This design comes from an exercise in tuning for small area, a short achievable clock period and few clock cycles on the open sky130 flow, not from production work. In this exercise RTL edits were held to simulation tests only and were not proved equivalent to the original. Power figures rest on the tool's default switching activity, not on a simulated workload.

==> flow/design.v (outline; a module is shown in full before it is edited, if it fits) <==
// module msdap_piso: 21 lines
// module msdap_channel: 175 lines
// module msdap_tree: 2640 lines
// module msdap_fin: 271 lines
// module MSDAP: 89 lines
module MSDAP (
	input         Sclk,
	input         Start,
	input         Reset_n,
	input         Frame,
	input  [15:0] InputL,
	input  [15:0] InputR,
	output        InReady,
	output        OutReady,
	output        OutputL,
	output        OutputR
);
  // ...
==> flow/flow/run.sh <==
#!/bin/bash
# Layout flow: the standard flow (standard.sh, unchanged synthesis and
# steps), with timing repair aimed well past the 12 ns clock: repair_timing
# works until the setup slack reaches SETUP_SLACK_MARGIN and may resize cells
# to any footprint.  The constraints (constraint.sdc) are not changed.
set -euo pipefail
cd "$(dirname "$0")/.."
bash standard.sh SETUP_SLACK_MARGIN=8.2 MATCH_CELL_FOOTPRINT=0 finish > flow_standard.log 2>&1
==> flow/standard.sh <==
#!/bin/bash
# synth_recipe.tcl (not shown) runs the flow's synth.tcl, then flattens the netlist and writes it again
# the make line also repeats each setting of config.mk as NAME=value (left out here)
make -C /OpenROAD-flow-scripts/flow DESIGN_CONFIG=/design/flow/config.mk WORK_HOME=/design/flow/orfs CLKGATE_MAP_FILE= SYNTH_SCRIPT=/design/flow/synth_recipe.tcl "${@:-finish}"
==> flow/config.mk <==
export PLATFORM = sky130hd
export DESIGN_NAME = MSDAP
export DESIGN_NICKNAME = MSDAP
export VERILOG_FILES = /design/flow/design.v
export SDC_FILE = /design/flow/constraint.sdc
export NUM_CORES = 4
export LEC_CHECK = 0
export CAP_MARGIN = 20
export CORE_MARGIN = 2
export CORE_UTILIZATION = 40
export PLACE_DENSITY = 0.6
export SLEW_MARGIN = 20
==> flow/constraint.sdc <==
create_clock -name core_clock -period 12.0 [get_ports {Sclk}]
set_input_delay 2.4000 -clock core_clock [delete_from_list [all_inputs] [get_ports {Sclk}]]
set_output_delay 2.4000 -clock core_clock [all_outputs]
set_load 0.01 [all_outputs]
==> impl_metrics.yaml, run 1 <==
logic_synthesis:
  synth_xor_area_share_pct: 4.58
  synthTopCellsByArea: "dfxtp_1, edfxtp_1, fa_1"
  synth.largest_area_cell: "dfxtp_1"
  syn_nets: 13800
  synth_simple_gate_area_share_pct: 3.61
  yosysTopAreaCellShare_pct: 38.5
  avgSynthCellArea_um2: 15.4
  synth.most_common_cell: "dfxtp_1"
  postSynthCellCount: 12600
setup_path:
  cp.arrival_ns: 1.60
  rrSetupSlack_ns: 8.25
  crit_type: "register to output pin"
  crit_slowest_cell: "dfxtp_2"
  max_stage_delay_ns: 0.36
  setup.worst_path.start_class: "register"
outcome:
  status: "no timing/DRC/antenna violations"
clock_tree:
  cts_max_level: 6
  clock_sinks: 5879
floorplanning:
  dieArea_um2: 490000
sta:
  layout_setup_ws_ns: 8.00
routing:
  firstDrtPassIters: 6
  drt_iter0_drc: 8406
  vias_per_cell: 4.69
layout:
  final_cell_area_um2: 223000
  seq_area_um2: 140000
  antenna_cells: 29
  post-route-util_pct: 46.2
global_route:
  met1_usage_pct: 22.6
  top_usage_layer: "met1"
placement:
  pre_cts_ws_ns: 5.94
power:
  p_seq_mw: 20.8
  vdd_drop_max_mv: 0.148
min_path:
  min_path_type: "register to register"
Testbench counts, summed over its fixed seeds: cycles 26,137.
==> module msdap_channel, before the edit <==
module msdap_channel (
	input             clk,
	input      [5:0]  t,         
	input      [15:0] din,       
	input             ins,       
	input             insb,      
	input             wclr,      
	input             tap_go,    
	input             tap_start, 
	input             rst,       
	input             va_n,      
	input             vb_n,      
	input             first,     
	input             cpa,       
	input             cpa2,      
	input             pload,     
	output            pend_n,    
	output            obit
);
	reg [15:0] X [0:63];
	integer i;
	always @(posedge clk) begin
		for (i = 0; i < 64; i = i + 1)
			if (!ins)
				X[i] <= X[(i + 1) % 64];
		if (ins && t[5])
			X[0] <= din;
		if (ins && !t[5])
			X[32] <= din;
	end
	wire [15:0] xa_n = insb ? (t[5] ? din : X[0]) : X[1];
	wire [15:0] xb_n = insb ? (t[5] ? X[32] : din) : X[33];
	reg  [4:0] j;         
	reg  [7:0] rc;        
	reg        needr;     
	reg        sdone;     
	reg        pend;
	reg  [5:0] pd;
	reg        ps;
	wire [3:0] rj_idx  = 4'd15 - (j[3:0] - 4'd1);
	wire       rj_here = needr && (t[4:0] == {1'b0, rj_idx});
	wire [7:0] rj_val  = t[5] ? X[32][7:0] : X[0][7:0];
	wire       upd     = pend && !needr && !sdone && (t[4:0] == pd[4:0]);
	wire       upd_b   = t[5] ^ pd[5];
	assign pend_n = tap_go || (pend && !upd && !sdone);
	reg  [4:0] j_n;
	reg  [7:0] rc_n;
	reg        needr_n, sdone_n;
	always @* begin
		j_n     = j;
		rc_n    = rc;
		needr_n = needr;
		sdone_n = sdone;
		if (rst) begin
			needr_n = 1'b0;
			sdone_n = 1'b1;
		end else if (tap_start) begin
			j_n     = 5'd1;
			needr_n = 1'b1;
			sdone_n = 1'b0;
		end else if (rj_here) begin
			if (rj_val != 8'd0) begin
				rc_n    = rj_val;
				needr_n = 1'b0;
			end else if (j == 5'd16) begin
				needr_n = 1'b0;
				sdone_n = 1'b1;
			end else
				j_n = j + 5'd1;
		end else if (upd) begin
			rc_n = rc - 8'd1;
			if (rc == 8'd1) begin
				if (j == 5'd16)
					sdone_n = 1'b1;
				else begin
					j_n     = j + 5'd1;
					needr_n = 1'b1;
				end
			end
		end
	end
	wire ps_n = tap_go ? din[8] : ps;
	always @(posedge clk) begin
		j     <= j_n;
		rc    <= rc_n;
		needr <= needr_n;
		sdone <= sdone_n;
		pend  <= pend_n && !rst;
		ps    <= ps_n;
		if (tap_go)
			pd <= din[5:0];
	end
	reg  [23:0] W [0:63];
	reg  [23:0] dlt;      
	reg         dneg;
	reg         upd2, upd2_b, cy;
	reg  [11:0] dhi;
	wire [23:0] wsel = upd_b ? W[32] : W[0];
	wire [12:0] wlo  = {1'b0, wsel[11:0]} + {1'b0, dlt[11:0]} + {12'd0, dneg};
	wire [11:0] whi  = (upd2_b ? W[31][23:12] : W[63][23:12]) + dhi + {11'd0, cy};
	always @(posedge clk) begin
		dlt    <= {8'd0, 16'd1 << (j_n[3:0] - 4'd1)} ^ {24{ps_n}};
		dneg   <= ps_n;
		upd2   <= upd;
		upd2_b <= upd_b;
		cy     <= wlo[12];
		dhi    <= dlt[23:12];
		for (i = 0; i < 64; i = i + 1)
			if (i != 30 && i != 31 && i != 62 && i != 63)
				W[i] <= W[i + 1];
		W[63] <= wclr ? 24'd0 : (upd && !upd_b) ? {W[0][23:12], wlo[11:0]} : W[0];
		W[31] <= wclr ? 24'd0 : (upd &&  upd_b) ? {W[32][23:12], wlo[11:0]} : W[32];
		W[62] <= (upd2 && !upd2_b) ? {whi, W[63][11:0]} : W[63];
		W[30] <= (upd2 &&  upd2_b) ? {whi, W[31][11:0]} : W[31];
	end
	function [23:0] booth;    
		input [15:0] x;
		input        v;
		integer k;
		reg b2, b1, b0;
		begin
			booth = 24'd0;
			for (k = 0; k < 8; k = k + 1) begin
				b2 = x[2*k+1];
				b1 = x[2*k];
				b0 = (k == 0) ? 1'b0 : x[2*k-1];
				booth[16+k] = v & (b1 ^ b0);
				booth[8+k]  = v & ((b2 & ~b1 & ~b0) | (~b2 & b1 & b0));
				booth[k]    = v & b2 & ~(b1 & b0);
			end
		end
	endfunction
	reg [23:0] bda, bdb;
	always @(posedge clk) begin
		bda <= booth(xa_n, va_n);
		bdb <= booth(xb_n, vb_n);
	end
	localparam [39:0] CORR = 40'd0 - (40'd1 << 31) - (40'd1 << 33)
	                         - (40'd1 << 35) - (40'd1 << 37) - (40'd1 << 39);
	reg  [39:0] a0, a1, a2;
	wire [39:0] r0, r1, r2;
	wire [39:0] g0 = first ? CORR : a0;
	wire [39:0] g1 = first ? 40'd0 : a1;
	wire [39:0] g2 = first ? 40'd0 : a2;
	msdap_tree tree (
		.ha(W[0]), .hb(W[32]),
		.oa(bda[23:16]), .ta(bda[15:8]), .na(bda[7:0]),
		.ob(bdb[23:16]), .tb(bdb[15:8]), .nb(bdb[7:0]),
		.a0(g0), .a1(g1), .a2(g2), .r0(r0), .r1(r1), .r2(r2)
	);
	reg  [6:0]  nc;
	always @(posedge clk) begin
		a0 <= r0;
		a1 <= r1;
		a2 <= r2;
		nc <= (first ? 7'd0 : nc) + {6'd0, bda[7]} + {6'd0, bdb[7]};
	end
	wire [39:0] f0, f1;
	msdap_fin fin (.nc(nc), .a0(a0), .a1(a1), .a2(a2), .r0(f0), .r1(f1));
	reg  [39:0] y, sh;
	reg  [19:0] h0, h1;
	reg         hc;
	wire [20:0] lo = {1'b0, f0[19:0]} + {1'b0, f1[19:0]};
	always @(posedge clk) begin
		h0 <= f0[39:20];
		h1 <= f1[39:20];
		hc <= lo[20];
		if (cpa)
			y[19:0] <= lo[19:0];
		if (cpa2)
			y[39:20] <= h0 + h1 + {19'd0, hc};
		sh <= pload ? y : {sh[38:0], 1'b0};
	end
	assign obit = sh[39];
endmodule
==> module msdap_fin, before the edit <==
module msdap_fin (
	input  [6:0] nc,
	input  [39:0] a0,
	input  [39:0] a1,
	input  [39:0] a2,
	output [39:0] r0,
	output [39:0] r1
);
	wire s1;
	wire c2;
	wire s3;
	wire c4;
	wire s5;
	wire c6;
	wire s7;
	wire c8;
	wire s9;
	wire c10;
	wire s11;
	wire c12;
	wire s13;
	wire c14;
	wire s15;
	wire c16;
	wire s17;
	wire c18;
	wire s19;
	wire c20;
	wire s21;
	wire c22;
	wire s23;
	wire c24;
	wire s25;
	wire c26;
	wire s27;
	wire c28;
	wire s29;
	wire c30;
	wire s31;
	wire c32;
	wire s33;
	wire c34;
	wire s35;
	wire c36;
	wire s37;
	wire c38;
	wire s39;
	wire c40;
	wire s41;
	wire c42;
	wire s43;
	wire c44;
	wire s45;
	wire c46;
	wire s47;
	wire c48;
	wire s49;
	wire c50;
	wire s51;
	wire s52;
	wire c53;
	wire s54;
	wire c55;
	wire s56;
	wire c57;
	wire s58;
	wire c59;
	wire s60;
	wire c61;
	wire s62;
	wire c63;
	wire s64;
	wire c65;
	wire s66;
	wire c67;
	wire s68;
	wire c69;
	wire s70;
	wire c71;
	wire s72;
	wire c73;
	wire s74;
	wire c75;
	wire s76;
	wire c77;
	wire s78;
	wire c79;
	wire s80;
	wire c81;
	wire s82;
	wire c83;
	wire s84;
	wire c85;
	wire s86;
	wire c87;
	wire s88;
	wire c89;
	wire s90;
	wire c91;
	wire s92;
	wire c93;
	wire s94;
	wire c95;
	wire s96;
	wire c97;
	wire s98;
	wire c99;
	wire s100;
	wire c101;
	wire s102;
	wire c103;
	wire s104;
	wire c105;
	wire s106;
	wire c107;
	wire s108;
	wire c109;
	wire s110;
	wire c111;
	wire s112;
	wire c113;
	wire s114;
	wire c115;
	wire s116;
	wire c117;
	wire s118;
	wire c119;
	wire s120;
	wire c121;
	wire s122;
	wire c123;
	wire s124;
	wire c125;
	wire s126;
	wire c127;
	wire s128;
	wire c129;
	wire s130;
	assign s1 = a0[14] ^ a1[14];
	assign c2 = a0[14] & a1[14];
	assign s3 = a0[15] ^ a1[15] ^ a2[15];
	assign c4 = (a0[15] & a1[15]) | (a0[15] & a2[15]) | (a1[15] & a2[15]);
	assign s5 = a0[16] ^ a1[16] ^ a2[16];
	assign c6 = (a0[16] & a1[16]) | (a0[16] & a2[16]) | (a1[16] & a2[16]);
	assign s7 = a0[17] ^ a1[17] ^ a2[17];
	assign c8 = (a0[17] & a1[17]) | (a0[17] & a2[17]) | (a1[17] & a2[17]);
	assign s9 = a0[18] ^ a1[18] ^ a2[18];
	assign c10 = (a0[18] & a1[18]) | (a0[18] & a2[18]) | (a1[18] & a2[18]);
	assign s11 = a0[19] ^ a1[19] ^ a2[19];
	assign c12 = (a0[19] & a1[19]) | (a0[19] & a2[19]) | (a1[19] & a2[19]);
	assign s13 = a0[20] ^ a1[20] ^ a2[20];
	assign c14 = (a0[20] & a1[20]) | (a0[20] & a2[20]) | (a1[20] & a2[20]);
	assign s15 = a0[21] ^ a1[21];
	assign c16 = a0[21] & a1[21];
	assign s17 = a0[22] ^ a1[22];
	assign c18 = a0[22] & a1[22];
	assign s19 = a0[23] ^ a1[23];
	assign c20 = a0[23] & a1[23];
	assign s21 = a0[24] ^ a1[24];
	assign c22 = a0[24] & a1[24];
	assign s23 = a0[25] ^ a1[25];
	assign c24 = a0[25] & a1[25];
	assign s25 = a0[26] ^ a1[26];
	assign c26 = a0[26] & a1[26];
	assign s27 = a0[27] ^ a1[27];
	assign c28 = a0[27] & a1[27];
	assign s29 = a0[28] ^ a1[28];
	assign c30 = a0[28] & a1[28];
	assign s31 = a0[29] ^ a1[29];
	assign c32 = a0[29] & a1[29];
	assign s33 = a0[30] ^ a1[30];
	assign c34 = a0[30] & a1[30];
	assign s35 = a0[31] ^ a1[31];
	assign c36 = a0[31] & a1[31];
	assign s37 = a0[32] ^ a1[32];
	assign c38 = a0[32] & a1[32];
	assign s39 = a0[33] ^ a1[33];
	assign c40 = a0[33] & a1[33];
	assign s41 = a0[34] ^ a1[34];
	assign c42 = a0[34] & a1[34];
	assign s43 = a0[35] ^ a1[35];
	assign c44 = a0[35] & a1[35];
	assign s45 = a0[36] ^ a1[36];
	assign c46 = a0[36] & a1[36];
	assign s47 = a0[37] ^ a1[37];
	assign c48 = a0[37] & a1[37];
	assign s49 = a0[38] ^ a1[38];
	assign c50 = a0[38] & a1[38];
	assign s51 = a0[39] ^ a1[39];
	assign s52 = a0[0] ^ a1[0];
	assign c53 = a0[0] & a1[0];
	assign s54 = a0[1] ^ a1[1] ^ a2[1];
	assign c55 = (a0[1] & a1[1]) | (a0[1] & a2[1]) | (a1[1] & a2[1]);
	assign s56 = a0[2] ^ a1[2] ^ a2[2];
	assign c57 = (a0[2] & a1[2]) | (a0[2] & a2[2]) | (a1[2] & a2[2]);
	assign s58 = a0[3] ^ a1[3] ^ a2[3];
	assign c59 = (a0[3] & a1[3]) | (a0[3] & a2[3]) | (a1[3] & a2[3]);
	assign s60 = a0[4] ^ a1[4] ^ a2[4];
	assign c61 = (a0[4] & a1[4]) | (a0[4] & a2[4]) | (a1[4] & a2[4]);
	assign s62 = a0[5] ^ a1[5] ^ a2[5];
	assign c63 = (a0[5] & a1[5]) | (a0[5] & a2[5]) | (a1[5] & a2[5]);
	assign s64 = a0[6] ^ a1[6] ^ a2[6];
	assign c65 = (a0[6] & a1[6]) | (a0[6] & a2[6]) | (a1[6] & a2[6]);
	assign s66 = a0[7] ^ a1[7] ^ a2[7];
	assign c67 = (a0[7] & a1[7]) | (a0[7] & a2[7]) | (a1[7] & a2[7]);
	assign s68 = a0[8] ^ a1[8] ^ a2[8];
	assign c69 = (a0[8] & a1[8]) | (a0[8] & a2[8]) | (a1[8] & a2[8]);
	assign s70 = a0[9] ^ a1[9] ^ a2[9];
	assign c71 = (a0[9] & a1[9]) | (a0[9] & a2[9]) | (a1[9] & a2[9]);
	assign s72 = a0[10] ^ a1[10] ^ a2[10];
	assign c73 = (a0[10] & a1[10]) | (a0[10] & a2[10]) | (a1[10] & a2[10]);
	assign s74 = a0[11] ^ a1[11] ^ a2[11];
	assign c75 = (a0[11] & a1[11]) | (a0[11] & a2[11]) | (a1[11] & a2[11]);
	assign s76 = a0[12] ^ a1[12] ^ a2[12];
	assign c77 = (a0[12] & a1[12]) | (a0[12] & a2[12]) | (a1[12] & a2[12]);
	assign s78 = a0[13] ^ a1[13] ^ a2[13];
	assign c79 = (a0[13] & a1[13]) | (a0[13] & a2[13]) | (a1[13] & a2[13]);
	assign s80 = a2[14] ^ nc[0] ^ s1;
	assign c81 = (a2[14] & nc[0]) | (a2[14] & s1) | (nc[0] & s1);
	assign s82 = nc[1] ^ c2 ^ s3;
	assign c83 = (nc[1] & c2) | (nc[1] & s3) | (c2 & s3);
	assign s84 = nc[2] ^ c4 ^ s5;
	assign c85 = (nc[2] & c4) | (nc[2] & s5) | (c4 & s5);
	assign s86 = nc[3] ^ c6 ^ s7;
	assign c87 = (nc[3] & c6) | (nc[3] & s7) | (c6 & s7);
	assign s88 = nc[4] ^ c8 ^ s9;
	assign c89 = (nc[4] & c8) | (nc[4] & s9) | (c8 & s9);
	assign s90 = nc[5] ^ c10 ^ s11;
	assign c91 = (nc[5] & c10) | (nc[5] & s11) | (c10 & s11);
	assign s92 = nc[6] ^ c12 ^ s13;
	assign c93 = (nc[6] & c12) | (nc[6] & s13) | (c12 & s13);
	assign s94 = a2[21] ^ c14 ^ s15;
	assign c95 = (a2[21] & c14) | (a2[21] & s15) | (c14 & s15);
	assign s96 = a2[22] ^ c16 ^ s17;
	assign c97 = (a2[22] & c16) | (a2[22] & s17) | (c16 & s17);
	assign s98 = a2[23] ^ c18 ^ s19;
	assign c99 = (a2[23] & c18) | (a2[23] & s19) | (c18 & s19);
	assign s100 = a2[24] ^ c20 ^ s21;
	assign c101 = (a2[24] & c20) | (a2[24] & s21) | (c20 & s21);
	assign s102 = a2[25] ^ c22 ^ s23;
	assign c103 = (a2[25] & c22) | (a2[25] & s23) | (c22 & s23);
	assign s104 = a2[26] ^ c24 ^ s25;
	assign c105 = (a2[26] & c24) | (a2[26] & s25) | (c24 & s25);
	assign s106 = a2[27] ^ c26 ^ s27;
	assign c107 = (a2[27] & c26) | (a2[27] & s27) | (c26 & s27);
	assign s108 = a2[28] ^ c28 ^ s29;
	assign c109 = (a2[28] & c28) | (a2[28] & s29) | (c28 & s29);
	assign s110 = a2[29] ^ c30 ^ s31;
	assign c111 = (a2[29] & c30) | (a2[29] & s31) | (c30 & s31);
	assign s112 = a2[30] ^ c32 ^ s33;
	assign c113 = (a2[30] & c32) | (a2[30] & s33) | (c32 & s33);
	assign s114 = a2[31] ^ c34 ^ s35;
	assign c115 = (a2[31] & c34) | (a2[31] & s35) | (c34 & s35);
	assign s116 = a2[32] ^ c36 ^ s37;
	assign c117 = (a2[32] & c36) | (a2[32] & s37) | (c36 & s37);
	assign s118 = a2[33] ^ c38 ^ s39;
	assign c119 = (a2[33] & c38) | (a2[33] & s39) | (c38 & s39);
	assign s120 = a2[34] ^ c40 ^ s41;
	assign c121 = (a2[34] & c40) | (a2[34] & s41) | (c40 & s41);
	assign s122 = a2[35] ^ c42 ^ s43;
	assign c123 = (a2[35] & c42) | (a2[35] & s43) | (c42 & s43);
	assign s124 = a2[36] ^ c44 ^ s45;
	assign c125 = (a2[36] & c44) | (a2[36] & s45) | (c44 & s45);
	assign s126 = a2[37] ^ c46 ^ s47;
	assign c127 = (a2[37] & c46) | (a2[37] & s47) | (c46 & s47);
	assign s128 = a2[38] ^ c48 ^ s49;
	assign c129 = (a2[38] & c48) | (a2[38] & s49) | (c48 & s49);
	assign s130 = a2[39] ^ c50 ^ s51;
	assign r0 = {c129, c127, c125, c123, c121, c119, c117, c115, c113, c111, c109, c107, c105, c103, c101, c99, c97, c95, c93, c91, c89, c87, c85, c83, c81, c79, c77, c75, c73, c71, c69, c67, c65, c63, c61, c59, c57, c55, c53, a2[0]};
	assign r1 = {s130, s128, s126, s124, s122, s120, s118, s116, s114, s112, s110, s108, s106, s104, s102, s100, s98, s96, s94, s92, s90, s88, s86, s84, s82, s80, s78, s76, s74, s72, s70, s68, s66, s64, s62, s60, s58, s56, s54, s52};
endmodule
==> module MSDAP, before the edit <==
module MSDAP (
	input         Sclk,
	input         Start,
	input         Reset_n,
	input         Frame,
	input  [15:0] InputL,
	input  [15:0] InputR,
	output        InReady,
	output        OutReady,
	output        OutputL,
	output        OutputR
);
	reg  [15:0] inl, inr;
	reg         rdy;
	reg         fr;           
	reg         dph;          
	reg         st_q, sr_q;   
	reg  [7:0]  wcnt;         
	reg  [5:0]  t;
	reg  [6:0]  nsamp;
	reg         comp;         
	reg         cpa;          
	reg         cpa2;         
	wire xfer = Frame && rdy;
	wire kill = !Start || (dph && !Reset_n);
	wire clr  = st_q || sr_q;
	wire w_r   = (wcnt < 8'd16);
	wire w_s   = (wcnt == 8'd144);
	reg  ins;                 
	reg  rdy_ins;             
	reg  first;
	reg  rdy_ins_q;
	wire insb  = fr && rdy_ins_q;     
	wire ins_s = ins && dph;
	wire tap_go    = fr && !w_r && !w_s;
	wire tap_start = fr && (wcnt == 8'd15);
	wire lap_end   = (t[4:0] == 5'd31);
	wire [5:0] t_n     = st_q ? 6'd0 : t + 6'd1;
	wire [7:0] wcnt_n  = st_q ? 8'd0 : (fr && !w_s) ? wcnt + 8'd1 : wcnt;
	wire [6:0] nsamp_n = clr ? 7'd0 : (ins_s && nsamp != 7'd64) ? nsamp + 7'd1 : nsamp;
	wire       comp_n  = !clr && (lap_end ? ins_s : comp);
	wire       pendL_n, pendR_n;
	wire       pload, yfull_n;
	wire [5:0] ocnt_n;
	wire outok = !(yfull_n && comp_n) && (ocnt_n <= 6'd35 || (!yfull_n && !comp_n));
	wire free  = !pendL_n && !pendR_n;
	wire rdy_n = (wcnt_n < 8'd16) ? (t_n[4:0] == 5'd30) :
	             (wcnt_n < 8'd144) ? (free && !xfer) :
	             (t_n[4:0] == 5'd30) && free && outok;
	always @(posedge Sclk) begin
		inl   <= InputL;
		inr   <= InputR;
		fr    <= xfer;
		st_q  <= !Start;
		sr_q  <= Start && dph && !Reset_n;
		rdy   <= rdy_n && !kill && !clr;
		rdy_ins <= (wcnt_n < 8'd16) || (wcnt_n >= 8'd144);
		ins   <= xfer && rdy_ins;
		rdy_ins_q <= rdy_ins;
		cpa2  <= cpa && !clr;
		first <= (t_n[4:0] == 5'd0);
		t     <= t_n;
		wcnt  <= wcnt_n;
		nsamp <= nsamp_n;
		comp  <= comp_n;
		cpa   <= !clr && lap_end && comp;
		dph   <= !st_q && (dph || (xfer && wcnt == 8'd143));
	end
	wire va_n = {1'b0, t_n} < nsamp_n;
	wire vb_n = {1'b0, ~t_n[5], t_n[4:0]} < nsamp_n;
	wire wclr = (wcnt == 8'd0);
	msdap_channel chL (
		.clk(Sclk), .t(t), .din(inl), .ins(ins), .insb(insb), .wclr(wclr),
		.tap_go(tap_go), .tap_start(tap_start), .rst(st_q),
		.va_n(va_n), .vb_n(vb_n), .first(first), .cpa(cpa), .cpa2(cpa2),
		.pload(pload), .pend_n(pendL_n), .obit(OutputL)
	);
	msdap_channel chR (
		.clk(Sclk), .t(t), .din(inr), .ins(ins), .insb(insb), .wclr(wclr),
		.tap_go(tap_go), .tap_start(tap_start), .rst(st_q),
		.va_n(va_n), .vb_n(vb_n), .first(first), .cpa(cpa), .cpa2(cpa2),
		.pload(pload), .pend_n(pendR_n), .obit(OutputR)
	);
	msdap_piso out (
		.clk(Sclk), .clear(clr), .kill(kill), .ycap(cpa2),
		.pload(pload), .ocnt_n(ocnt_n), .yfull_n(yfull_n), .OutReady(OutReady)
	);
	assign InReady = rdy;
endmodule
==> inputs of run 2 (changes only) <==
--- a/flow/design.v
+++ b/flow/design.v
@@ -32,8 +32,8 @@
 	input             va_n,      
 	input             vb_n,      
 	input             first,     
+	input      [13:0] corr,      
 	input             cpa,       
-	input             cpa2,      
 	input             pload,     
 	output            pend_n,    
 	output            obit
@@ -156,11 +156,9 @@
 		bda <= booth(xa_n, va_n);
 		bdb <= booth(xb_n, vb_n);
 	end
-	localparam [39:0] CORR = 40'd0 - (40'd1 << 31) - (40'd1 << 33)
-	                         - (40'd1 << 35) - (40'd1 << 37) - (40'd1 << 39);
 	reg  [39:0] a0, a1, a2;
 	wire [39:0] r0, r1, r2;
-	wire [39:0] g0 = first ? CORR : a0;
+	wire [39:0] g0 = first ? 40'd0 : a0;
 	wire [39:0] g1 = first ? 40'd0 : a1;
 	wire [39:0] g2 = first ? 40'd0 : a2;
 	msdap_tree tree (
@@ -177,19 +175,11 @@
 		nc <= (first ? 7'd0 : nc) + {6'd0, bda[7]} + {6'd0, bdb[7]};
 	end
 	wire [39:0] f0, f1;
-	msdap_fin fin (.nc(nc), .a0(a0), .a1(a1), .a2(a2), .r0(f0), .r1(f1));
+	msdap_fin fin (.nc(nc), .corr(corr), .a0(a0), .a1(a1), .a2(a2), .r0(f0), .r1(f1));
 	reg  [39:0] y, sh;
-	reg  [19:0] h0, h1;
-	reg         hc;
-	wire [20:0] lo = {1'b0, f0[19:0]} + {1'b0, f1[19:0]};
 	always @(posedge clk) begin
-		h0 <= f0[39:20];
-		h1 <= f1[39:20];
-		hc <= lo[20];
 		if (cpa)
-			y[19:0] <= lo[19:0];
-		if (cpa2)
-			y[39:20] <= h0 + h1 + {19'd0, hc};
+			y <= f0 + f1;
 		sh <= pload ? y : {sh[38:0], 1'b0};
 	end
 	assign obit = sh[39];
@@ -2836,6 +2826,7 @@
 endmodule
 module msdap_fin (
 	input  [6:0] nc,
+	input  [13:0] corr,
 	input  [39:0] a0,
 	input  [39:0] a1,
 	input  [39:0] a2,
@@ -2996,33 +2987,33 @@
 	assign c22 = a0[24] & a1[24];
 	assign s23 = a0[25] ^ a1[25];
 	assign c24 = a0[25] & a1[25];
-	assign s25 = a0[26] ^ a1[26];
-	assign c26 = a0[26] & a1[26];
-	assign s27 = a0[27] ^ a1[27];
-	assign c28 = a0[27] & a1[27];
-	assign s29 = a0[28] ^ a1[28];
-	assign c30 = a0[28] & a1[28];
-	assign s31 = a0[29] ^ a1[29];
-	assign c32 = a0[29] & a1[29];
-	assign s33 = a0[30] ^ a1[30];
-	assign c34 = a0[30] & a1[30];
-	assign s35 = a0[31] ^ a1[31];
-	assign c36 = a0[31] & a1[31];
-	assign s37 = a0[32] ^ a1[32];
-	assign c38 = a0[32] & a1[32];
-	assign s39 = a0[33] ^ a1[33];
-	assign c40 = a0[33] & a1[33];
-	assign s41 = a0[34] ^ a1[34];
-	assign c42 = a0[34] & a1[34];
-	assign s43 = a0[35] ^ a1[35];
-	assign c44 = a0[35] & a1[35];
-	assign s45 = a0[36] ^ a1[36];
-	assign c46 = a0[36] & a1[36];
-	assign s47 = a0[37] ^ a1[37];
-	assign c48 = a0[37] & a1[37];
-	assign s49 = a0[38] ^ a1[38];
-	assign c50 = a0[38] & a1[38];
-	assign s51 = a0[39] ^ a1[39];
+	assign s25 = a0[26] ^ a1[26] ^ a2[26];
+	assign c26 = (a0[26] & a1[26]) | (a0[26] & a2[26]) | (a1[26] & a2[26]);
+	assign s27 = a0[27] ^ a1[27] ^ a2[27];
+	assign c28 = (a0[27] & a1[27]) | (a0[27] & a2[27]) | (a1[27] & a2[27]);
+	assign s29 = a0[28] ^ a1[28] ^ a2[28];
+	assign c30 = (a0[28] & a1[28]) | (a0[28] & a2[28]) | (a1[28] & a2[28]);
+	assign s31 = a0[29] ^ a1[29] ^ a2[29];
+	assign c32 = (a0[29] & a1[29]) | (a0[29] & a2[29]) | (a1[29] & a2[29]);
+	assign s33 = a0[30] ^ a1[30] ^ a2[30];
+	assign c34 = (a0[30] & a1[30]) | (a0[30] & a2[30]) | (a1[30] & a2[30]);
+	assign s35 = a0[31] ^ a1[31] ^ a2[31];
+	assign c36 = (a0[31] & a1[31]) | (a0[31] & a2[31]) | (a1[31] & a2[31]);
+	assign s37 = a0[32] ^ a1[32] ^ a2[32];
+	assign c38 = (a0[32] & a1[32]) | (a0[32] & a2[32]) | (a1[32] & a2[32]);
+	assign s39 = a0[33] ^ a1[33] ^ a2[33];
+	assign c40 = (a0[33] & a1[33]) | (a0[33] & a2[33]) | (a1[33] & a2[33]);
+	assign s41 = a0[34] ^ a1[34] ^ a2[34];
+	assign c42 = (a0[34] & a1[34]) | (a0[34] & a2[34]) | (a1[34] & a2[34]);
+	assign s43 = a0[35] ^ a1[35] ^ a2[35];
+	assign c44 = (a0[35] & a1[35]) | (a0[35] & a2[35]) | (a1[35] & a2[35]);
+	assign s45 = a0[36] ^ a1[36] ^ a2[36];
+	assign c46 = (a0[36] & a1[36]) | (a0[36] & a2[36]) | (a1[36] & a2[36]);
+	assign s47 = a0[37] ^ a1[37] ^ a2[37];
+	assign c48 = (a0[37] & a1[37]) | (a0[37] & a2[37]) | (a1[37] & a2[37]);
+	assign s49 = a0[38] ^ a1[38] ^ a2[38];
+	assign c50 = (a0[38] & a1[38]) | (a0[38] & a2[38]) | (a1[38] & a2[38]);
+	assign s51 = a0[39] ^ a1[39] ^ a2[39];
 	assign s52 = a0[0] ^ a1[0];
 	assign c53 = a0[0] & a1[0];
 	assign s54 = a0[1] ^ a1[1] ^ a2[1];
@@ -3075,33 +3066,33 @@
 	assign c101 = (a2[24] & c20) | (a2[24] & s21) | (c20 & s21);
 	assign s102 = a2[25] ^ c22 ^ s23;
 	assign c103 = (a2[25] & c22) | (a2[25] & s23) | (c22 & s23);
-	assign s104 = a2[26] ^ c24 ^ s25;
-	assign c105 = (a2[26] & c24) | (a2[26] & s25) | (c24 & s25);
-	assign s106 = a2[27] ^ c26 ^ s27;
-	assign c107 = (a2[27] & c26) | (a2[27] & s27) | (c26 & s27);
-	assign s108 = a2[28] ^ c28 ^ s29;
-	assign c109 = (a2[28] & c28) | (a2[28] & s29) | (c28 & s29);
-	assign s110 = a2[29] ^ c30 ^ s31;
-	assign c111 = (a2[29] & c30) | (a2[29] & s31) | (c30 & s31);
-	assign s112 = a2[30] ^ c32 ^ s33;
-	assign c113 = (a2[30] & c32) | (a2[30] & s33) | (c32 & s33);
-	assign s114 = a2[31] ^ c34 ^ s35;
-	assign c115 = (a2[31] & c34) | (a2[31] & s35) | (c34 & s35);
-	assign s116 = a2[32] ^ c36 ^ s37;
-	assign c117 = (a2[32] & c36) | (a2[32] & s37) | (c36 & s37);
-	assign s118 = a2[33] ^ c38 ^ s39;
-	assign c119 = (a2[33] & c38) | (a2[33] & s39) | (c38 & s39);
-	assign s120 = a2[34] ^ c40 ^ s41;
-	assign c121 = (a2[34] & c40) | (a2[34] & s41) | (c40 & s41);
-	assign s122 = a2[35] ^ c42 ^ s43;
-	assign c123 = (a2[35] & c42) | (a2[35] & s43) | (c42 & s43);
-	assign s124 = a2[36] ^ c44 ^ s45;
-	assign c125 = (a2[36] & c44) | (a2[36] & s45) | (c44 & s45);
-	assign s126 = a2[37] ^ c46 ^ s47;
-	assign c127 = (a2[37] & c46) | (a2[37] & s47) | (c46 & s47);
-	assign s128 = a2[38] ^ c48 ^ s49;
-	assign c129 = (a2[38] & c48) | (a2[38] & s49) | (c48 & s49);
-	assign s130 = a2[39] ^ c50 ^ s51;
+	assign s104 = corr[0] ^ c24 ^ s25;
+	assign c105 = (corr[0] & c24) | (corr[0] & s25) | (c24 & s25);
+	assign s106 = corr[1] ^ c26 ^ s27;
+	assign c107 = (corr[1] & c26) | (corr[1] & s27) | (c26 & s27);
+	assign s108 = corr[2] ^ c28 ^ s29;
+	assign c109 = (corr[2] & c28) | (corr[2] & s29) | (c28 & s29);
+	assign s110 = corr[3] ^ c30 ^ s31;
+	assign c111 = (corr[3] & c30) | (corr[3] & s31) | (c30 & s31);
+	assign s112 = corr[4] ^ c32 ^ s33;
+	assign c113 = (corr[4] & c32) | (corr[4] & s33) | (c32 & s33);
+	assign s114 = corr[5] ^ c34 ^ s35;
+	assign c115 = (corr[5] & c34) | (corr[5] & s35) | (c34 & s35);
+	assign s116 = corr[6] ^ c36 ^ s37;
+	assign c117 = (corr[6] & c36) | (corr[6] & s37) | (c36 & s37);
+	assign s118 = corr[7] ^ c38 ^ s39;
+	assign c119 = (corr[7] & c38) | (corr[7] & s39) | (c38 & s39);
+	assign s120 = corr[8] ^ c40 ^ s41;
+	assign c121 = (corr[8] & c40) | (corr[8] & s41) | (c40 & s41);
+	assign s122 = corr[9] ^ c42 ^ s43;
+	assign c123 = (corr[9] & c42) | (corr[9] & s43) | (c42 & s43);
+	assign s124 = corr[10] ^ c44 ^ s45;
+	assign c125 = (corr[10] & c44) | (corr[10] & s45) | (c44 & s45);
+	assign s126 = corr[11] ^ c46 ^ s47;
+	assign c127 = (corr[11] & c46) | (corr[11] & s47) | (c46 & s47);
+	assign s128 = corr[12] ^ c48 ^ s49;
+	assign c129 = (corr[12] & c48) | (corr[12] & s49) | (c48 & s49);
+	assign s130 = corr[13] ^ c50 ^ s51;
 	assign r0 = {c129, c127, c125, c123, c121, c119, c117, c115, c113, c111, c109, c107, c105, c103, c101, c99, c97, c95, c93, c91, c89, c87, c85, c83, c81, c79, c77, c75, c73, c71, c69, c67, c65, c63, c61, c59, c57, c55, c53, a2[0]};
 	assign r1 = {s130, s128, s126, s124, s122, s120, s118, s116, s114, s112, s110, s108, s106, s104, s102, s100, s98, s96, s94, s92, s90, s88, s86, s84, s82, s80, s78, s76, s74, s72, s70, s68, s66, s64, s62, s60, s58, s56, s54, s52};
 endmodule
@@ -3127,7 +3118,6 @@
 	reg  [6:0]  nsamp;
 	reg         comp;         
 	reg         cpa;          
-	reg         cpa2;         
 	wire xfer = Frame && rdy;
 	wire kill = !Start || (dph && !Reset_n);
 	wire clr  = st_q || sr_q;
@@ -3145,11 +3135,18 @@
 	wire [5:0] t_n     = st_q ? 6'd0 : t + 6'd1;
 	wire [7:0] wcnt_n  = st_q ? 8'd0 : (fr && !w_s) ? wcnt + 8'd1 : wcnt;
 	wire [6:0] nsamp_n = clr ? 7'd0 : (ins_s && nsamp != 7'd64) ? nsamp + 7'd1 : nsamp;
-	wire       comp_n  = !clr && (lap_end ? ins_s : comp);
 	wire       pendL_n, pendR_n;
 	wire       pload, yfull_n;
 	wire [5:0] ocnt_n;
-	wire outok = !(yfull_n && comp_n) && (ocnt_n <= 6'd35 || (!yfull_n && !comp_n));
+	wire       early_n = comp && !lap_end && !cpa && ({2'b0, t_n[4:0]} >= nsamp) &&
+	                     (!yfull_n || ocnt_n <= 6'd1);
+	wire       comp_n  = !clr && (lap_end ? ins_s : (comp && !early_n));
+	wire       cpa_n   = !clr && ((lap_end && comp) || early_n);
+	wire [5:0]  kk     = (t_n[4:0] == 5'd0) ? 6'd32 : {1'b0, t_n[4:0]};
+	wire [13:0] kmul   = kk * 14'd21845;
+	reg  [13:0] corr;
+	wire [1:0] ahead = {1'b0, yfull_n} + {1'b0, cpa_n} + {1'b0, comp_n};
+	wire outok = (ahead == 2'd0) || (ahead == 2'd1 && ocnt_n <= 6'd35);
 	wire free  = !pendL_n && !pendR_n;
 	wire rdy_n = (wcnt_n < 8'd16) ? (t_n[4:0] == 5'd30) :
 	             (wcnt_n < 8'd144) ? (free && !xfer) :
@@ -3164,13 +3161,13 @@
 		rdy_ins <= (wcnt_n < 8'd16) || (wcnt_n >= 8'd144);
 		ins   <= xfer && rdy_ins;
 		rdy_ins_q <= rdy_ins;
-		cpa2  <= cpa && !clr;
 		first <= (t_n[4:0] == 5'd0);
 		t     <= t_n;
 		wcnt  <= wcnt_n;
 		nsamp <= nsamp_n;
 		comp  <= comp_n;
-		cpa   <= !clr && lap_end && comp;
+		cpa   <= cpa_n;
+		corr  <= 14'd0 - kmul;
 		dph   <= !st_q && (dph || (xfer && wcnt == 8'd143));
 	end
 	wire va_n = {1'b0, t_n} < nsamp_n;
@@ -3179,17 +3176,17 @@
 	msdap_channel chL (
 		.clk(Sclk), .t(t), .din(inl), .ins(ins), .insb(insb), .wclr(wclr),
 		.tap_go(tap_go), .tap_start(tap_start), .rst(st_q),
-		.va_n(va_n), .vb_n(vb_n), .first(first), .cpa(cpa), .cpa2(cpa2),
+		.va_n(va_n), .vb_n(vb_n), .first(first), .corr(corr), .cpa(cpa),
 		.pload(pload), .pend_n(pendL_n), .obit(OutputL)
 	);
 	msdap_channel chR (
 		.clk(Sclk), .t(t), .din(inr), .ins(ins), .insb(insb), .wclr(wclr),
 		.tap_go(tap_go), .tap_start(tap_start), .rst(st_q),
-		.va_n(va_n), .vb_n(vb_n), .first(first), .cpa(cpa), .cpa2(cpa2),
+		.va_n(va_n), .vb_n(vb_n), .first(first), .corr(corr), .cpa(cpa),
 		.pload(pload), .pend_n(pendR_n), .obit(OutputR)
 	);
 	msdap_piso out (
-		.clk(Sclk), .clear(clr), .kill(kill), .ycap(cpa2),
+		.clk(Sclk), .clear(clr), .kill(kill), .ycap(cpa),
 		.pload(pload), .ocnt_n(ocnt_n), .yfull_n(yfull_n), .OutReady(OutReady)
 	);
 	assign InReady = rdy;
==> flow/flow/run.sh (replaced) <==
#!/bin/bash
# Layout flow: the standard flow (standard.sh: unchanged synthesis and
# steps) with other knob values.  Timing repair aims well past the 12 ns
# clock (repair_timing works until the setup slack reaches
# SETUP_SLACK_MARGIN) and may resize cells to any footprint; the die is
# denser and the clock tree clusters more sinks per buffer.  The
# constraints (constraint.sdc) are not changed.
set -euo pipefail
cd "$(dirname "$0")/.."
bash standard.sh SETUP_SLACK_MARGIN=8.2 MATCH_CELL_FOOTPRINT=0 \
	CORE_UTILIZATION=55 PLACE_DENSITY=0.68 \
	CTS_CLUSTER_SIZE=25 CTS_CLUSTER_DIAMETER=60 \
	finish > flow_standard.log 2>&1
==> impl_metrics.yaml, run 2 <==
outcome:
  status: "no timing/DRC/antenna violations"
logic_synthesis:
  yosysTopAreaCellShare_pct: 37.8
  synth-main-ff-cell: "dfxtp_1"
  synth.cell_area_um2: 193000
  avgSynthCellArea_um2: 15.6
  postSynthCellCount: 12400
  ys_top_cells_by_count: "dfxtp_1, edfxtp_1, fa_1, inv_1, a22oi_1"
  synth.largest_area_cell: "dfxtp_1"
  synthTopCellsByArea: "dfxtp_1, edfxtp_1, fa_1"
  ys_seq_area_share_pct: 71.3
  synth_edf_count: 2158
  syn_nets: 13700
  ys_warn_count: 8
  ys_seq_elements: 5809
  yosysUniqueCellTypes: 97
  synth.most_common_cell: "dfxtp_1"
  async_flop_share_pct: 0
layout:
  seq_area_um2: 138000
  final_cell_area_um2: 215000
  fill_cells: 25400
  multi_input_area_um2: 50900
  syn2layout_area_growth_pct: 11.0
  reg_top3: "chL.W x1536, chR.W x1536"
  layout_common_cells: "dfxtp_1, edfxtp_1, fa_1"
  nets: 13800
  final_common_cell: "dfxtp_1"
  drive_gt1_share_pct: 10.7
setup_path:
  crit_path_end_kind: "register"
  worstReg2RegStart: "chL.a2[20]"
  rrSetupSlack_ns: 7.90
  path_cells: "fa_1 > fa_1 > ha_4 > buf_4 > and4_1 > a221o_1 > a221o_1 > o21a_1 > o21a_1 > nor2_4 > o21ai_2 > a31o_2 > xnor2_2"
  cp.arrival_ns: 4.78
  setup.worst_path.start_class: "register"
  path_max_fanout: 4
  timing.rr.end: "chL.y[39]"
  crit_type: "register to register"
  crit_slowest_cell: "fa_1"
  max_stage_delay_ns: 0.58
  required_ns: 12.68
  reg2reg_depth: 13
placement:
  portBuffers: 39
  dp_hpwl_um: 250000
  dpl_cell_area_um2: 199000
  place.gp.congestion: 0.904
sta:
  finalSetupTns_ns: 0
  rsz0062_at_grt: "yes"
  slew_headroom_pct: 29.7
  fin_skew_ns: 0.0545
  hold_viol: 0
  period_share_pct: 34.2
  fin_crit_ns: 4.10
  fin_hold_ws_ns: 0.303
  tightest_slew_ns: 1.04
  maxSlewViolCount: 0
  fmax_mhz: 244
  setup_viol: 0
floorplanning:
  die_w_um: 597
  die_h_um: 597
  ios: 40
  core_um2: 350000
  row_count: 217
  start_util_pct: 55.3
  dieArea_um2: 356000
power:
  p_leak_nw: 85.8
  p_switching_mw: 8.89
  p_clk_share_pct: 34.4
  sw_frac_of_total_pct: 23.9
  vdd_drop_max_mv: 0.170
  seqPwrFrac_pct: 56.8
  pwr-share-comb_pct: 8.9
  internal_power_mw: 28.3
  p_per_area_nw_per_um2: 173
global_route:
  antenna_found_initial: 36
  grt_max_degree: 232
  grt_pass1_wl_um: 596000
  grtUsageTotal_pct: 22.3
  grt_pass1_vias: 95600
  grt_overflow: 0
routing:
  postRouteAntennaNets: 0
  drt_iter0_drc: 9643
  drc: 0
  totalWireLength_um: 408000
  wl_per_cell_um: 23.4
  vias: 93600
  vias_per_cell: 5.38
  firstDrtPassIters: 8
clock_tree:
  clk_latency_ns: 0.98
  cts_tree: "built"
  clockRootBuffer: "clkbuf_16"
  clock_path_buffers: 4
  cts_max_level: 5
  clkTransAtPathRegs_ns: 0.09
  cts_buffers: 350
  clock_sinks: 5809
min_path:
  min_path_cells: 0
  hold_end: "chR.W[62][11]"
  worstHoldStart: "chR.W[63][11]"
  min_path_type: "register to register"
job:
  drv_cap: 0
[run 2: cell types whose count changed after synthesis, moves of 14 or more]
| cell | previous run | this run |
|---|---|---|
| a31oi_1 | 22 | 41 |
| a211oi_1 | 30 | 15 |
| nand3_1 | 55 | 38 |
| nand2_1 | 601 | 400 |
| inv_1 | 980 | 920 |
| o21ai_0 | 159 | 183 |
| nor2b_1 | 176 | 204 |
| fa_1 | 932 | 959 |
| mux2_2 | 101 | 172 |
| or3_1 | 23 | 9 |
| dfxtp_1 | 3721 | 3651 |
[run 2: final cells by class]
cell class / instances / area share (%)
clock inverter: 175 / 1.15
clock buffer: 402 / 4.31
multi-input combinational: 5099 / 23.7
inverter: 927 / 1.63
tap: 4599 / 2.68
antenna: 10 / 0.0117
timing repair buffer: 378 / 2.19
sequential: 5809 / 64.3
[run 2: layer usage]
layer  GRT usage, %  up-vias  wire length [µm]
met5              0        -                72
met4           7.70        2             16600
met3           4.81     1025             35600
met2           32.6     3738            174000
met1           33.0    47100            181000
li1               -    41800                 -
[run 2: what timing repair did]
action	4_1_cts	5_1_grt
gates resized for setup	298	324
gates cloned	3	11
setup endpoints to repair	904	643
buffers inserted	40	88
hold buffers	0	0
pin swaps	40	72
[run 2: worst max path at each step]
stage                           from           end  depth (start not counted)
final                     chL.a2[20]     chL.y[39]                         13
after global routing      chL.a2[15]     chL.y[39]                         15
after CTS                 chL.a2[20]     chL.y[39]                         13
after detailed placement       first    chL.a2[18]                         10
after global placement         first    chL.a2[18]                         10
after floorplan                  ins  chL.X[10][0]                          1
[run 2: through the flow]
step	power, mW	utilization [%]	std cells	setup WS, ns
after floorplan	23.6	-	12400	-18.64
after global placement	24.4	56.9	16700	7.39
after detailed placement	24.5	56.9	16700	7.32
after CTS	37.4	60.6	17300	7.93
after global routing	38.7	61.4	17400	7.84
final	37.2	61.4	17400	7.90
[run 2: power by group through the flow]
stage	registers (mW)	logic [mW]	clock network, mW
after floorplan	21.5	2.18	0
after global placement	21.6	2.82	0
after detailed placement	21.6	2.90	0
after CTS	21.1	3.10	13.1
after global routing	21.2	3.65	13.8
final	21.1	3.30	12.8
[run 2: worst max-delay path: cells and delay by family (launching register included)]
family                   cells  cell delay, ns
AO/OA/AOI/OAI                6            1.57
XOR/XNOR                     1            0.15
adder cells (fa/ha/maj)      3            1.30
buffers and inverters        1            0.13
flip-flops                   1            0.33
AND/OR/NAND/NOR              2            0.35
[run 2: kinds of logic after synthesis]
logic type                 share of synthesized area (%)
AOI/OAI and AO/OA                                   4.82
xor gates and xnor gates                            4.65
adders and majority gates                           11.6
buffers and inverters                               2.95
DFF                                                 71.3
muxes                                               1.48
and+or+nand+nor                                     3.23
Testbench counts of run 2, summed over its fixed seeds: cycles 25,881.
==> inputs of run 3 (changes only) <==
--- a/flow/flow/run.sh
+++ b/flow/flow/run.sh
@@ -9,5 +9,5 @@
 cd "$(dirname "$0")/.."
 bash standard.sh SETUP_SLACK_MARGIN=8.2 MATCH_CELL_FOOTPRINT=0 \
 	CORE_UTILIZATION=55 PLACE_DENSITY=0.68 \
-	CTS_CLUSTER_SIZE=25 CTS_CLUSTER_DIAMETER=60 \
+	CTS_CLUSTER_SIZE=30 CTS_CLUSTER_DIAMETER=80 \
 	finish > flow_standard.log 2>&1
==> impl_metrics.yaml, run 3 <==
routing:
  totalWireLength_um: 402000
  firstDrtPassIters: 9
  vias_per_cell: 5.38
  drt_iter0_drc: 9129
  postRouteAntennaNets: 0
  wl_per_cell_um: 23.3
  drc: 0
  vias: 92500
logic_synthesis:
  synth_simple_gate_area_share_pct: 3.23
  syn_nets: 13700
  synth.largest_area_cell: "dfxtp_1"
  synth.most_common_cell: "dfxtp_1"
  ys_seq_area_share_pct: 71.3
  synth_top_family_by_area: "adder cells"
  synth_xor_area_share_pct: 4.65
  synthMuxAreaShare_pct: 1.48
  postSynthCellCount: 12400
  synth_edf_count: 2158
  yosysUniqueCellTypes: 97
  synth_adder_area_share_pct: 11.6
  yosysTopAreaCellShare_pct: 37.8
  ys_warn_count: 8
  async_flop_share_pct: 0
  avgSynthCellArea_um2: 15.6
  synth.cell_area_um2: 193000
  ys_top_cells_by_count: "dfxtp_1, edfxtp_1, fa_1, inv_1, a22oi_1"
  synthTopCellsByArea: "dfxtp_1, edfxtp_1, fa_1"
  synth-compound-area-share_pct: 4.82
  ys_seq_elements: 5809
  synth-main-ff-cell: "dfxtp_1"
global_route:
  grt_pass1_wl_um: 589000
  met1_usage_pct: 32.7
  grtUsageTotal_pct: 22.0
  grt_overflow: 0
  grt_max_degree: 232
  grt_use_met3_pct: 4.61
  grt_use_met2_pct: 32.2
  antenna_found_initial: 35
  grt_pass1_vias: 93900
  top_usage_layer: "met1"
layout:
  final_common_cell: "dfxtp_1"
  drive_gt1_share_pct: 8.84
  layout_common_cells: "dfxtp_1, edfxtp_1, fa_1"
  fill_cells: 25800
  nets: 13700
  syn2layout_area_growth_pct: 8.85
  reg_top3: "chL.W x1536, chR.W x1536"
floorplanning:
  core_um2: 350000
  row_count: 217
  die_w_um: 597
  ios: 40
  dieArea_um2: 356000
  start_util_pct: 55.3
  die_h_um: 597
placement:
  portBuffers: 39
  dp_hpwl_um: 250000
  place.gp.congestion: 0.904
  pre_cts_ws_ns: 7.32
setup_path:
  crit_path_end_kind: "register"
  setup.worst_path.start_class: "register"
  cp.arrival_ns: 4.84
  crit_type: "register to register"
  required_ns: 12.74
  path_max_fanout: 4
sta:
  hold_viol: 0
  tightest_slew_ns: 1.03
  fin_crit_ns: 4.11
  fmax_mhz: 244
  rsz0062_at_grt: "yes"
  fin_skew_ns: 0.0739
  period_share_pct: 34.2
  fin_hold_ws_ns: 0.274
  slew_headroom_pct: 31.4
  maxSlewViolCount: 0
  layout_setup_ws_ns: 7.89
  setup_viol: 0
  finalSetupTns_ns: 0
power:
  p_per_area_nw_per_um2: 164
  total_power_mw: 34.5
  vdd_drop_max_mv: 0.170
  p_leak_nw: 83.7
clock_tree:
  clk_latency_ns: 0.99
  clock_sinks: 5809
  clkTransAtPathRegs_ns: 0.11
  clock_path_buffers: 4
  cts_tree: "built"
  clockRootBuffer: "clkbuf_16"
  cts_buffers: 243
  cts_max_level: 4
  cts_hold_buf: 0
job:
  drv_cap: 0
min_path:
  min_path_type: "register to register"
outcome:
  status: "no timing/DRC/antenna violations"
-- run 3: worst paths after layout --
| kind | from | endpoint | cells past startpoint | slack [ns] |
|---|---|---|---|---|
| worst max-delay path | chL.a2[20] | chL.y[39] | 13 | 7.89 |
| worst min-delay path | chL.W[2][1] | chL.W[1][1] | 0 | 0.27 |
| worst max register to register | chL.a2[20] | chL.y[39] | 13 | 7.89 |
| worst min register to register | chL.W[2][1] | chL.W[1][1] | 0 | 0.27 |
-- run 3: per-stage QoR --
stage | area, µm² | utilization, % | cells
finish | 211000 | 60.2 | 17200
global route | 210000 | 60.2 | 17200
CTS | 208000 | 59.5 | 17100
detailed placement | 199000 | 56.9 | 16700
global placement | 199000 | 56.9 | 16700
floorplan | 193000 | - | 12400
-- run 3: area by class of cell --
type	count	area [µm²]	share of cell area (%)
Timing Repair Buffer	365	4500	2.14
Sequential cell	5809	138000	65.6
Clock buffer	321	6430	3.05
Multi-Input combinational cell	5099	50900	24.2
Inverter	927	3500	1.66
Antenna cell	14	35.0	0.0166
Clock inverter	65	1280	0.607
Tap cell	4599	5750	2.73
-- run 3: what timing repair did --
| item | CTS | global route |
|---|---|---|
| gates resized for setup | 293 | 312 |
| setup endpoints to repair | 904 | 707 |
| buffers inserted | 45 | 73 |
| hold endpoints to repair | 0 | 0 |
| pin swaps | 43 | 90 |
| gates cloned | 2 | 8 |
-- run 3: where the power goes --
| part | internal (mW) | total (mW) | switching (mW) |
|---|---|---|---|
| sequential | 20.9 | 21.1 | 0.256 |
| combinational | 1.47 | 3.38 | 1.91 |
| clock | 4.02 | 9.97 | 5.95 |
| total | 26.4 | 34.5 | 8.12 |
-- run 3: cell families (layout without fill, tap and decap cells) --
| kind of cell | after synthesis | after routing |
|---|---|---|
| AOI/OAI and AO/OA | 1359 | 1359 |
| adders and majority gates | 1215 | 1215 |
| muxes | 261 | 261 |
| xor gates and xnor gates | 1023 | 1023 |
| and+or+nand+nor | 1241 | 1241 |
| DFF | 5809 | 5809 |
| buffers and inverters | 1506 | 1678 |
| other | 0 | 14 |
-- run 3: routing by layer --
layer | routed length [µm] | share of wire (%)
met5 | 45 | 0.011
met4 | 16500 | 4.1
met3 | 34900 | 8.7
met2 | 171000 | 43
met1 | 179000 | 45
-- run 3: critical path: stages, from the launching register on --
cell and delay, ns:
dfxtp_2 0.35, fa_1 0.49, fa_1 0.55, ha_4 0.22, a21o_1 0.18, a21o_1 0.15
a221o_1 0.42, a221o_1 0.42, o21a_1 0.20, o21a_1 0.19, nor2_4 0.17, o21ai_2 0.10
a31o_2 0.28, xnor2_2 0.14
==> inputs of run 4 (changes only) <==
--- a/flow/design.v
+++ b/flow/design.v
@@ -34,6 +34,7 @@
 	input             first,     
 	input      [13:0] corr,      
 	input             cpa,       
+	input             cpa2,      
 	input             pload,     
 	output            pend_n,    
 	output            obit
@@ -177,9 +178,17 @@
 	wire [39:0] f0, f1;
 	msdap_fin fin (.nc(nc), .corr(corr), .a0(a0), .a1(a1), .a2(a2), .r0(f0), .r1(f1));
 	reg  [39:0] y, sh;
+	reg  [19:0] h0, h1;
+	reg         hc;
+	wire [20:0] lo = {1'b0, f0[19:0]} + {1'b0, f1[19:0]};
 	always @(posedge clk) begin
+		h0 <= f0[39:20];
+		h1 <= f1[39:20];
+		hc <= lo[20];
 		if (cpa)
-			y <= f0 + f1;
+			y[19:0] <= lo[19:0];
+		if (cpa2)
+			y[39:20] <= h0 + h1 + {19'd0, hc};
 		sh <= pload ? y : {sh[38:0], 1'b0};
 	end
 	assign obit = sh[39];
@@ -3118,6 +3127,7 @@
 	reg  [6:0]  nsamp;
 	reg         comp;         
 	reg         cpa;          
+	reg         cpa2;         
 	wire xfer = Frame && rdy;
 	wire kill = !Start || (dph && !Reset_n);
 	wire clr  = st_q || sr_q;
@@ -3145,7 +3155,7 @@
 	wire [5:0]  kk     = (t_n[4:0] == 5'd0) ? 6'd32 : {1'b0, t_n[4:0]};
 	wire [13:0] kmul   = kk * 14'd21845;
 	reg  [13:0] corr;
-	wire [1:0] ahead = {1'b0, yfull_n} + {1'b0, cpa_n} + {1'b0, comp_n};
+	wire [1:0] ahead = {1'b0, yfull_n} + {1'b0, cpa_n || cpa} + {1'b0, comp_n};
 	wire outok = (ahead == 2'd0) || (ahead == 2'd1 && ocnt_n <= 6'd35);
 	wire free  = !pendL_n && !pendR_n;
 	wire rdy_n = (wcnt_n < 8'd16) ? (t_n[4:0] == 5'd30) :
@@ -3161,6 +3171,7 @@
 		rdy_ins <= (wcnt_n < 8'd16) || (wcnt_n >= 8'd144);
 		ins   <= xfer && rdy_ins;
 		rdy_ins_q <= rdy_ins;
+		cpa2  <= cpa && !clr;
 		first <= (t_n[4:0] == 5'd0);
 		t     <= t_n;
 		wcnt  <= wcnt_n;
@@ -3176,17 +3187,17 @@
 	msdap_channel chL (
 		.clk(Sclk), .t(t), .din(inl), .ins(ins), .insb(insb), .wclr(wclr),
 		.tap_go(tap_go), .tap_start(tap_start), .rst(st_q),
-		.va_n(va_n), .vb_n(vb_n), .first(first), .corr(corr), .cpa(cpa),
+		.va_n(va_n), .vb_n(vb_n), .first(first), .corr(corr), .cpa(cpa), .cpa2(cpa2),
 		.pload(pload), .pend_n(pendL_n), .obit(OutputL)
 	);
 	msdap_channel chR (
 		.clk(Sclk), .t(t), .din(inr), .ins(ins), .insb(insb), .wclr(wclr),
 		.tap_go(tap_go), .tap_start(tap_start), .rst(st_q),
-		.va_n(va_n), .vb_n(vb_n), .first(first), .corr(corr), .cpa(cpa),
+		.va_n(va_n), .vb_n(vb_n), .first(first), .corr(corr), .cpa(cpa), .cpa2(cpa2),
 		.pload(pload), .pend_n(pendR_n), .obit(OutputR)
 	);
 	msdap_piso out (
-		.clk(Sclk), .clear(clr), .kill(kill), .ycap(cpa),
+		.clk(Sclk), .clear(clr), .kill(kill), .ycap(cpa2),
 		.pload(pload), .ocnt_n(ocnt_n), .yfull_n(yfull_n), .OutReady(OutReady)
 	);
 	assign InReady = rdy;
==> impl_metrics.yaml, run 4 <==
logic_synthesis:
  syn_nets: 13800
  yosysTopAreaCellShare_pct: 38.5
  yosysUniqueCellTypes: 80
  postSynthCellCount: 12500
  synth-main-ff-cell: "dfxtp_1"
  synth.cell_area_um2: 194000
  synth_edf_count: 2158
  ys_seq_elements: 5892
  synthTopCellsByArea: "dfxtp_1, edfxtp_1, fa_1"
  synth.largest_area_cell: "dfxtp_1"
  async_flop_share_pct: 0
  ys_warn_count: 8
  avgSynthCellArea_um2: 15.5
  ys_seq_area_share_pct: 71.8
  ys_top_cells_by_count: "dfxtp_1, edfxtp_1, fa_1, inv_1, a22oi_1"
  synth.most_common_cell: "dfxtp_1"
clock_tree:
  clkTransAtPathRegs_ns: 0.11
  clk_latency_ns: 0.95
  clock_path_buffers: 4
  clockRootBuffer: "clkbuf_16"
  cts_max_level: 5
  clock_sinks: 5892
  cts_tree: "built"
  cts_hold_buf: 0
  cts_buffers: 262
power:
  vdd_drop_max_mv: 0.178
  p_leak_nw: 84.9
  pwr-share-comb_pct: 3.8
  sw_frac_of_total_pct: 21.2
  total_power_mw: 32.7
  p_per_area_nw_per_um2: 155
  seqPwrFrac_pct: 64.0
  p_clk_share_pct: 32.2
  internal_power_mw: 25.8
  p_switching_mw: 6.91
global_route:
  grt_pass1_wl_um: 583000
  grt_pass1_vias: 93300
  grt_max_degree: 177
  grtUsageTotal_pct: 21.8
  grt_overflow: 0
  antenna_found_initial: 27
placement:
  dp_hpwl_um: 244000
  place.gp.congestion: 0.901
  portBuffers: 39
sta:
  period_share_pct: 33.2
  rsz0062_at_grt: "yes"
  fin_skew_ns: 0.0548
  finalSetupTns_ns: 0
  tightest_slew_ns: 1.15
  fin_crit_ns: 3.98
  setup_viol: 0
  fmax_mhz: 251
  hold_viol: 0
  slew_headroom_pct: 22.3
  maxSlewViolCount: 0
layout:
  syn2layout_area_growth_pct: 8.69
  drive_gt1_share_pct: 7.42
  final_common_cell: "dfxtp_1"
  fill_cells: 26000
  reg_top3: "chL.W x1536, chR.W x1536"
  nets: 13800
  layout_common_cells: "dfxtp_1, edfxtp_1, fa_1"
setup_path:
  path_cells: "buf_6"
  crit_slowest_cell: "dfxtp_4"
  max_stage_delay_ns: 0.48
  cpLargestDelayFamily: "flip-flops"
  cp.arrival_ns: 1.58
  required_ns: 9.60
  cp_num_buf_inv: 1
  setup.worst_path.start_class: "register"
  path_max_fanout: 1
  crit_type: "register to output pin"
  crit_path_end_kind: "output pin"
job:
  drv_cap: 0
routing:
  drt_iter0_drc: 9081
  vias: 92000
  postRouteAntennaNets: 0
  totalWireLength_um: 397000
  met3_length_um: 34300
  drt-met1-wl_um: 179000
  wl_met2_um: 170000
  firstDrtPassIters: 7
  wl_per_cell_um: 22.8
  top_layer_used: "met5"
  drc: 0
  vias_per_cell: 5.28
min_path:
  min_path_type: "register to register"
floorplanning:
  dieArea_um2: 358000
  ios: 40
  die_h_um: 599
  start_util_pct: 55.2
  row_count: 218
  core_um2: 352000
  die_w_um: 599
outcome:
  status: "no timing/DRC/antenna violations"
run 4: changes by cell type after synthesis, moves of 7 or more:
cell and delta:
a21oi_1 -11, a31oi_1 -9, and2_1 +14, dfxtp_1 +83
mux2_2 -66, nand2_1 +148, nand3_1 +18, nor3_1 -12
o21a_1 -10, o21ai_0 -21, o21bai_1 -8, xor2_1 +7
run 4: path summary, 6_finish.rpt:
kind,startpoint,end,slack [ns],cells past startpoint
hold reg to reg,chR.W[31][0],chR.W[30][0],0.31,0
hold / removal,chR.W[31][0],chR.W[30][0],0.31,0
setup / recovery,out.OutReady,OutReady,8.02,1
setup reg to reg,chL.bda[7],chL.a2[25],8.22,8
run 4: per-stage QoR:
stage / area (µm²) / instances / worst slack [ns] / hold WS [ns] / utilization (%)
floorplan: 194000 / 12500 / -20.16 / 0.310 / -
global route: 211000 / 17400 / 7.96 / 0.300 / 60.0
finish: 211000 / 17400 / 8.02 / 0.309 / 60.0
CTS: 209000 / 17300 / 7.95 / 0.310 / 59.4
detailed placement: 200000 / 16900 / 6.75 / 0.312 / 56.8
global placement: 200000 / 16900 / 6.97 / 0.309 / 56.8
run 4: cell type report:
type | instances | area [µm²] | share of cell area (%)
inverters | 923 | 3480 | 1.65
multi-input cells | 5132 | 49600 | 23.5
clock inverters | 74 | 1310 | 0.621
repair buffers | 337 | 4180 | 1.98
diodes | 10 | 25.0 | 0.0118
repair inverters | 2 | 10.0 | 0.00474
flip-flops and latches | 5892 | 140000 | 66.2
clock buffers | 329 | 6960 | 3.29
well taps | 4730 | 5920 | 2.80
run 4: routing by layer:
layer | global-route usage (%) | vias to the layer above
met5 | 0 | -
met4 | 7.02 | 4
met3 | 5.13 | 796
met2 | 32.1 | 3315
met1 | 32.0 | 46400
li1 | - | 41500
run 4: kinds of logic after synthesis:
family / synth area share (%)
flops: 71.8
mux: 1.05
fa+ha+maj: 11.6
simple gates: 3.53
xor+xnor: 4.61
compound gates: 4.56
buf+inv: 2.91
run 4: power groups by stage:
| stage | combinational (mW) | sequential [mW] | clock (mW) |
|---|---|---|---|
| final | 1.23 | 20.9 | 10.5 |
| after global routing | 1.39 | 20.9 | 11.5 |
| after CTS | 1.22 | 20.9 | 10.9 |
| after detailed placement | 1.17 | 21.4 | 0 |
| after global placement | 1.12 | 21.4 | 0 |
| after floorplan | 0.857 | 21.3 | 0 |
run 4: what timing repair did:
item                       4_1_cts  5_1_grt
pin swaps                       14       25
setup endpoints to repair     1042      613
resized for setup              210      207
buffers inserted                26       80
gates cloned                     4       11
hold endpoints to repair         0        0
Testbench counts of run 4, summed over its fixed seeds: cycles 25,889.

separate check: timing with driven ports:
The results above use ideal ports. As a check the final layouts listed here were re-extracted and re-timed, cells and wires unchanged. Step 1 sets driving cells, clkbuf_16 on the clock port and buf_2 on the other inputs (assumed; they add their load-dependent delay and slew). Step 2 moves the port delays by t, midway between the first and last clock arrival at a register: inputs arrive t later, outputs are due t later. That takes back most of the time a late clock gives input paths. Slacks: ideal ports / drivers / drivers and shift; pairs: ideal ports / drivers.
| run | t (ns) | setup WS [ns] | hold slack, ns | latest minus earliest clock arrival (ns) | worst register clock-pin slew, ns |
|---|---|---|---|---|---|
| run 1 | 1.154 | 7.997 / 7.882 / 7.805 | 0.239 / 0.239 / 0.239 | 0.126 / 0.126 | 0.07 / 0.07 |
| run 2 | 1.057 | 7.900 / 7.900 / 7.900 | 0.303 / 0.303 / 0.303 | 0.062 / 0.062 | 0.10 / 0.10 |
| run 3 | 1.059 | 7.894 / 7.894 / 7.894 | 0.274 / 0.274 / 0.274 | 0.089 / 0.089 | 0.12 / 0.12 |
| run 4 | 1.028 | 8.017 / 7.915 / 8.221 | 0.309 / 0.309 / 0.309 | 0.065 / 0.065 | 0.12 / 0.12 |
After both steps every run listed still meets setup and hold. The setup slack of run 1, which loses most, moves by -0.115 ns with the drivers and by -0.192 ns with both steps.
